Source: an optimization exercise on an open RTL-to-GDS flow (aim: small area, a short achievable clock period and few clock cycles per item). Production flows keep margins and buffers that such runs may drop.
Where RTL was checked, it was by simulation tests only, not by an equivalence proof against the original.

==> flow/design.v (excerpt) <==
module speck64_core (
    input  wire          clk,
    input  wire          rst,           
    output wire          ready,
    input  wire          key_load,
    input  wire [127:0]  key_in,        
    input  wire          blk_start,
    input  wire          blk_dec,
    input  wire [63:0]   blk_in,        
    output reg           blk_done,
    output wire [63:0]   blk_out
);
    reg  [4:0]   ph;        
    reg          run;       
    reg          expand;    
    reg          dec;       
    reg  [63:0]  dat;       
    reg  [63:0]  res;       
    reg  [127:0] ka, kb;
    reg  last;              
    wire [31:0] x = dat[63:32];
    wire [31:0] y = dat[31:0];
    wire [31:0] xf, yf, xi, yi;
    wire [31:0] af_l, af_k, bi_l, bi_k;
    wire [4:0]  ph_b = 5'd25 - ph;
    speck_round         u_dat_f (.x_in(x), .y_in(y), .k_in(ka[31:0]), .x_out(xf), .y_out(yf));
    speck_round_inverse u_dat_i (.x_in(x), .y_in(y), .k_in(kb[31:0]), .x_out(xi), .y_out(yi));
    speck_round         u_key_f (.x_in(ka[63:32]), .y_in(ka[31:0]), .k_in({27'd0, ph}),
                                 .x_out(af_l), .y_out(af_k));
    speck_round_inverse u_key_i (.x_in(kb[127:96]), .y_in(kb[31:0]), .k_in({27'd0, ph_b}),
                                 .x_out(bi_l), .y_out(bi_k));
  ...
Settings: LEC_CHECK=0, CAP_MARGIN=20, CORE_MARGIN=2, CORE_UTILIZATION=40, SETUP_SLACK_MARGIN=3.6, SLEW_MARGIN=20; clock period 7.0 ns.
standard.sh (not shown) runs the stock make flow with config.mk's settings and CLKGATE_MAP_FILE= SYNTH_SCRIPT=/design/flow/synth_recipe.tcl, a recipe that flattens the netlist after the stock synthesis.
==> flow/flow/run.sh <==
#!/bin/bash
# The standard layout, with the port buffers made from the smallest buffer
# (buf_1) instead of the one buffer_ports picks by default.
set -euo pipefail
export BUFFER_PORTS_ARGS="-buffer_cell sky130_fd_sc_hd__buf_1"
bash standard.sh > standard_flow.log 2>&1
The first run produced a clean layout.
Testbench counts at the start, summed over its fixed seeds: cycles 22,464, blocks 784.
==> next run, changes <==
==> flow/run.sh (new file) <==
#!/bin/bash
# synth_recipe.tcl (not shown) runs the flow's synth.tcl, then flattens the netlist and writes it again
# the make line also repeats each setting of config.mk as NAME=value (left out here)
make -C /OpenROAD-flow-scripts/flow DESIGN_CONFIG=/design/flow/config.mk WORK_HOME=/design/flow/orfs CLKGATE_MAP_FILE= SYNTH_SCRIPT=/design/flow/synth_recipe.tcl finish
--- a/flow/config.mk
+++ b/flow/config.mk
@@ -11 +11 @@
-export SETUP_SLACK_MARGIN = 3.6
+export SETUP_SLACK_MARGIN = 4.5
removed: flow/flow/run.sh
removed: flow/standard.sh
The new run produced a clean layout.
Fmax rose by 1.3%.
Die area is unchanged.
Synthesized area is unchanged.
Routed wire length increases by 9.4%.
Via count rose by 5.3%.
Sequential share of layout area went down by 5.8 points.
==> next run, changes <==
--- a/flow/config.mk
+++ b/flow/config.mk
@@ -7,0 +8 @@
+export ABC_CLOCK_PERIOD_IN_PS = 2500
@@ -11 +12 @@
-export SETUP_SLACK_MARGIN = 4.5
+export SETUP_SLACK_MARGIN = 3.6
What happened: Final area goes down by about 11%; flip-flop and latch count does not change; die area does not change; via count decreases by about 4.5%; setup slack degrades by 0.12 ns; cell count came out lower by about 4.6%; wire length goes down by about 4.4%; critical path depth shrinks by 2.
==> next run, changes <==
--- a/flow/config.mk
+++ b/flow/config.mk
@@ -8 +7,0 @@
-export ABC_CLOCK_PERIOD_IN_PS = 2500
@@ -12 +10,0 @@
-export SETUP_SLACK_MARGIN = 3.6
Wire length drops by 5.3%.
Worst setup slack gets worse by 0.32 ns.
Clock skew is about the same.
Clock-buffer cell count climbs by 5.
Maximum frequency drops by 8.4%.
Global-route usage drops by 0.93 points.
Non-clock buffer count drops by 53.
Worst hold slack gets better by 0.010 ns.

========
speck64_core, a different RTL version from the one above (not shown whole).
For scale: about 2300 cells after synthesis, roughly 260 I/O pins, roughly 22000 um2 of cells after synthesis.
clock: 7.0 ns
lec_check: 0
cap_margin: 20
core_margin: 2
core_utilization: 40
setup_slack_margin: 4.2
slew_margin: 20
==> flow/flow/run.sh <==
#!/bin/bash
# The standard layout, with the port buffers made from the smallest buffer
# (buf_1) instead of the one buffer_ports picks by default.
set -euo pipefail
export BUFFER_PORTS_ARGS="-buffer_cell sky130_fd_sc_hd__buf_1"
bash standard.sh > standard_flow.log 2>&1
The baseline completed with no timing, DRC or antenna violations.
Testbench counts at the start, summed over its fixed seeds: cycles 22,264, blocks 784.
==> next run, changes <==
Settings changed: SETUP_SLACK_MARGIN 4.2 to 3.6.
Outcome: The changed run produced a clean layout; fmax rises by 4.4%; die area stays the same.

========
Another version of the RTL of speck64_core (not shown whole).
For scale: ~2,300 cells after synthesis, roughly 400 flip-flops, about 22,000 sq um of cells after synthesis.
clock: 7.0 ns
lec_check: 0
cap_margin: 20
core_margin: 2
core_utilization: 40
setup_slack_margin: 3.6
slew_margin: 20
==> flow/flow/run.sh <==
#!/bin/bash
# The standard layout, with the port buffers made from the smallest buffer
# (buf_1) instead of the one buffer_ports picks by default, and the clock
# tree built from smaller clock buffers.
set -euo pipefail
export BUFFER_PORTS_ARGS="-buffer_cell sky130_fd_sc_hd__buf_1"
export CTS_ARGS="-sink_clustering_enable -repair_clock_nets -buf_list {sky130_fd_sc_hd__clkbuf_4 sky130_fd_sc_hd__clkbuf_8}"
bash standard.sh > standard_flow.log 2>&1
The first run went through all stages and came out clean.
Edit:
==> flow/flow/run.sh (replaced) <==
#!/bin/bash
# The standard layout, with the port buffers made from the smallest buffer
# (buf_1) instead of the one buffer_ports picks by default.
set -euo pipefail
export BUFFER_PORTS_ARGS="-buffer_cell sky130_fd_sc_hd__buf_1"
bash standard.sh > standard_flow.log 2>&1
=> The new run finished clean; non-clock buffer count rises by 4; design area barely changes; routed wire length falls by 0.82%; utilization is about the same; via count falls by 1.1%; area after synthesis stays the same; die area is unchanged; cell count falls by 1.3%.
No functional check of the RTL was part of any run of this note.

========
The RTL this note starts from:
==> flow/design.v <==
module speck_round #(
    parameter W = 32
)(
    input  wire [W-1:0] x_in,    
    input  wire [W-1:0] y_in,    
    input  wire [W-1:0] k_in,    
    output wire [W-1:0] x_out,
    output wire [W-1:0] y_out
);
    wire [W-1:0] sum;
    speck_add #(.W(W)) u_add (.a({x_in[7:0], x_in[W-1:8]}), .b(y_in), .ci(1'b0), .s(sum));
    assign x_out = sum ^ k_in;
    assign y_out = {y_in[W-4:0], y_in[W-1:W-3]} ^ x_out;
endmodule
module speck_add #(
    parameter W = 32
)(
    input  wire [W-1:0] a,
    input  wire [W-1:0] b,
    input  wire         ci,
    output wire [W-1:0] s
);
    reg [W-1:0] g, p;
    integer i, l, j;
    always @* begin
        g = a & b;
        p = a ^ b;
        g[0] = g[0] | (p[0] & ci);
        for (l = 0; (1 << l) < W; l = l + 1)
            for (i = W - 1; i >= 0; i = i - 1)
                if ((i >> l) & 1) begin
                    j = ((i >> l) << l) - 1;
                    g[i] = g[i] | (p[i] & g[j]);
                    p[i] = p[i] & p[j];
                end
    end
    assign s = a ^ b ^ {g[W-2:0], ci};
endmodule
module speck_round_inverse #(
    parameter W = 32
)(
    input  wire [W-1:0] x_in,
    input  wire [W-1:0] y_in,
    input  wire [W-1:0] k_in,
    output wire [W-1:0] x_out,
    output wire [W-1:0] y_out
);
    wire [W-1:0] t = x_in ^ y_in;
    wire [W-1:0] y_temp = {t[2:0], t[W-1:3]};
    wire [W-1:0] diff;
    speck_add #(.W(W)) u_sub (.a(x_in ^ k_in), .b(~y_temp), .ci(1'b1), .s(diff));
    assign x_out = {diff[W-9:0], diff[W-1:W-8]};
    assign y_out = y_temp;
endmodule
module speck64_core (
    input  wire          clk,
    input  wire          rst,           
    output wire          ready,
    input  wire          key_load,
    input  wire [127:0]  key_in,        
    input  wire          blk_start,
    input  wire          blk_dec,
    input  wire [63:0]   blk_in,        
    output reg           blk_done,
    output wire [63:0]   blk_out
);
    reg  [4:0]   ph;        
    reg          nokey;     
    reg          run;       
    reg          expand;    
    reg          dec;       
    reg  [63:0]  dat;       
    reg  [63:0]  res;       
    reg  [127:0] ka, kb;
    reg  last;              
    wire [31:0] x = dat[63:32];
    wire [31:0] y = dat[31:0];
    wire [31:0] xf, yf, xi, yi;
    wire [31:0] af_l, af_k, bi_l, bi_k;
    wire [4:0]  ph_b = 5'd25 - ph;
    speck_round         u_dat_f (.x_in(x), .y_in(y), .k_in(ka[31:0]), .x_out(xf), .y_out(yf));
    speck_round_inverse u_dat_i (.x_in(x), .y_in(y), .k_in(kb[31:0]), .x_out(xi), .y_out(yi));
    speck_round         u_key_f (.x_in(ka[63:32]), .y_in(ka[31:0]), .k_in({27'd0, ph}),
                                 .x_out(af_l), .y_out(af_k));
    speck_round_inverse u_key_i (.x_in(kb[127:96]), .y_in(kb[31:0]), .k_in({27'd0, ph_b}),
                                 .x_out(bi_l), .y_out(bi_k));
    assign ready   = last;
    assign blk_out = res;
    always @(posedge clk or posedge rst) begin
        if (rst) begin
            ph       <= 5'd26;
            last     <= 1'b1;
            nokey    <= 1'b1;
            run      <= 1'b0;
            expand   <= 1'b0;
            blk_done <= 1'b0;
        end else begin
            blk_done <= run && last;
            if (last && nokey && !key_load) begin
                run    <= 1'b0;
                expand <= 1'b0;
            end else if (last) begin
                ph     <= 5'd0;
                last   <= 1'b0;
                nokey  <= 1'b0;
                run    <= blk_start;
                expand <= key_load;
            end else begin
                ph     <= ph + 5'd1;
                last   <= (ph == 5'd25);
            end
        end
    end
    always @(posedge clk) begin
        res <= dec ? {xi, yi} : {xf, yf};
        if (last) begin
            dec <= blk_dec;
            dat <= blk_in;
        end else begin
            dat <= dec ? {xi, yi} : {xf, yf};
        end
        if (last) begin
            ka <= key_load ? key_in : kb;
            kb <= ka;
        end else begin
            ka <= {af_l, ka[127:64], af_k};
            if (!expand)
                kb <= {kb[95:32], bi_l, bi_k};
            else if (ph == 5'd0)
                kb <= ka;
        end
    end
endmodule
clock: 7.0 ns
lec_check: 0
cap_margin: 20
core_margin: 2
core_utilization: 40
cts_buf_list: sky130_fd_sc_hd__clkbuf_4 sky130_fd_sc_hd__clkbuf_8
setup_slack_margin: 3.6
slew_margin: 20
==> flow/flow/run.sh <==
#!/bin/bash
# The standard layout, with the port buffers made from the smallest buffer
# (buf_1) instead of the one buffer_ports picks by default.
set -euo pipefail
export BUFFER_PORTS_ARGS="-buffer_cell sky130_fd_sc_hd__buf_1"
bash standard.sh > standard_flow.log 2>&1
Then changed:
--- a/flow/config.mk
+++ b/flow/config.mk
@@ -11 +10,0 @@
-export CTS_BUF_LIST = sky130_fd_sc_hd__clkbuf_4 sky130_fd_sc_hd__clkbuf_8
What happened: The changed run passed the timing, DRC and antenna checks. Via count goes down slightly. Final cell count goes down slightly. Clock-buffer cell count goes down by 52. Critical path depth goes up by 2. Register-to-register slack got worse by 20 ps. Final area hardly moves. Setup slack got worse by 20 ps. Wire length goes down slightly.
No functional check of the RTL was part of any run of this note.

==> afterwards: timing with drivers on the ports <==
In the flow no input, the clock included, has a driving cell. The finished layouts below were timed again as built, in two steps.
Step 1: set_driving_cell puts a clkbuf_16 on clk and a buf_2 on each other input, an assumption about the parent block.
Step 2 moves the port delays by t, midway between the first and last clock arrival at a register: inputs arrive t later, outputs are due t later. That takes back most of the time a late clock gives input paths.
a / b / c = ideal ports / drivers / drivers and shift; a / b = the first two.
run	shift t [ns]	slack for setup (ns)	worst data-port slew with drivers (ns)
the first run of note 1	0.645	3.573 / 3.573 / 3.573	0.11
the second run of note 1	0.641	3.617 / 3.617 / 3.617	0.07
the third run of note 1	0.645	3.493 / 3.493 / 3.467	0.11
the fourth run of note 1	0.648	3.171 / 3.171 / 3.171	0.12
the first run of note 2	0.654	3.454 / 3.454 / 3.454	0.04
the second run of note 2	0.641	3.603 / 3.603 / 3.599	0.07
the first run of note 3	0.723	3.316 / 3.316 / 3.316	0.06
the second run of note 3	0.641	3.255 / 3.255 / 3.255	0.06
the first run of note 4	0.704	3.451 / 3.451 / 3.451	0.05
the second run of note 4	0.641	3.431 / 3.431 / 3.431	0.05
After both steps setup and hold are still met in every run listed. For the third run of note 1, which loses most, drivers alone change the setup slack by 0.000 ns; drivers and shift together by -0.026 ns.
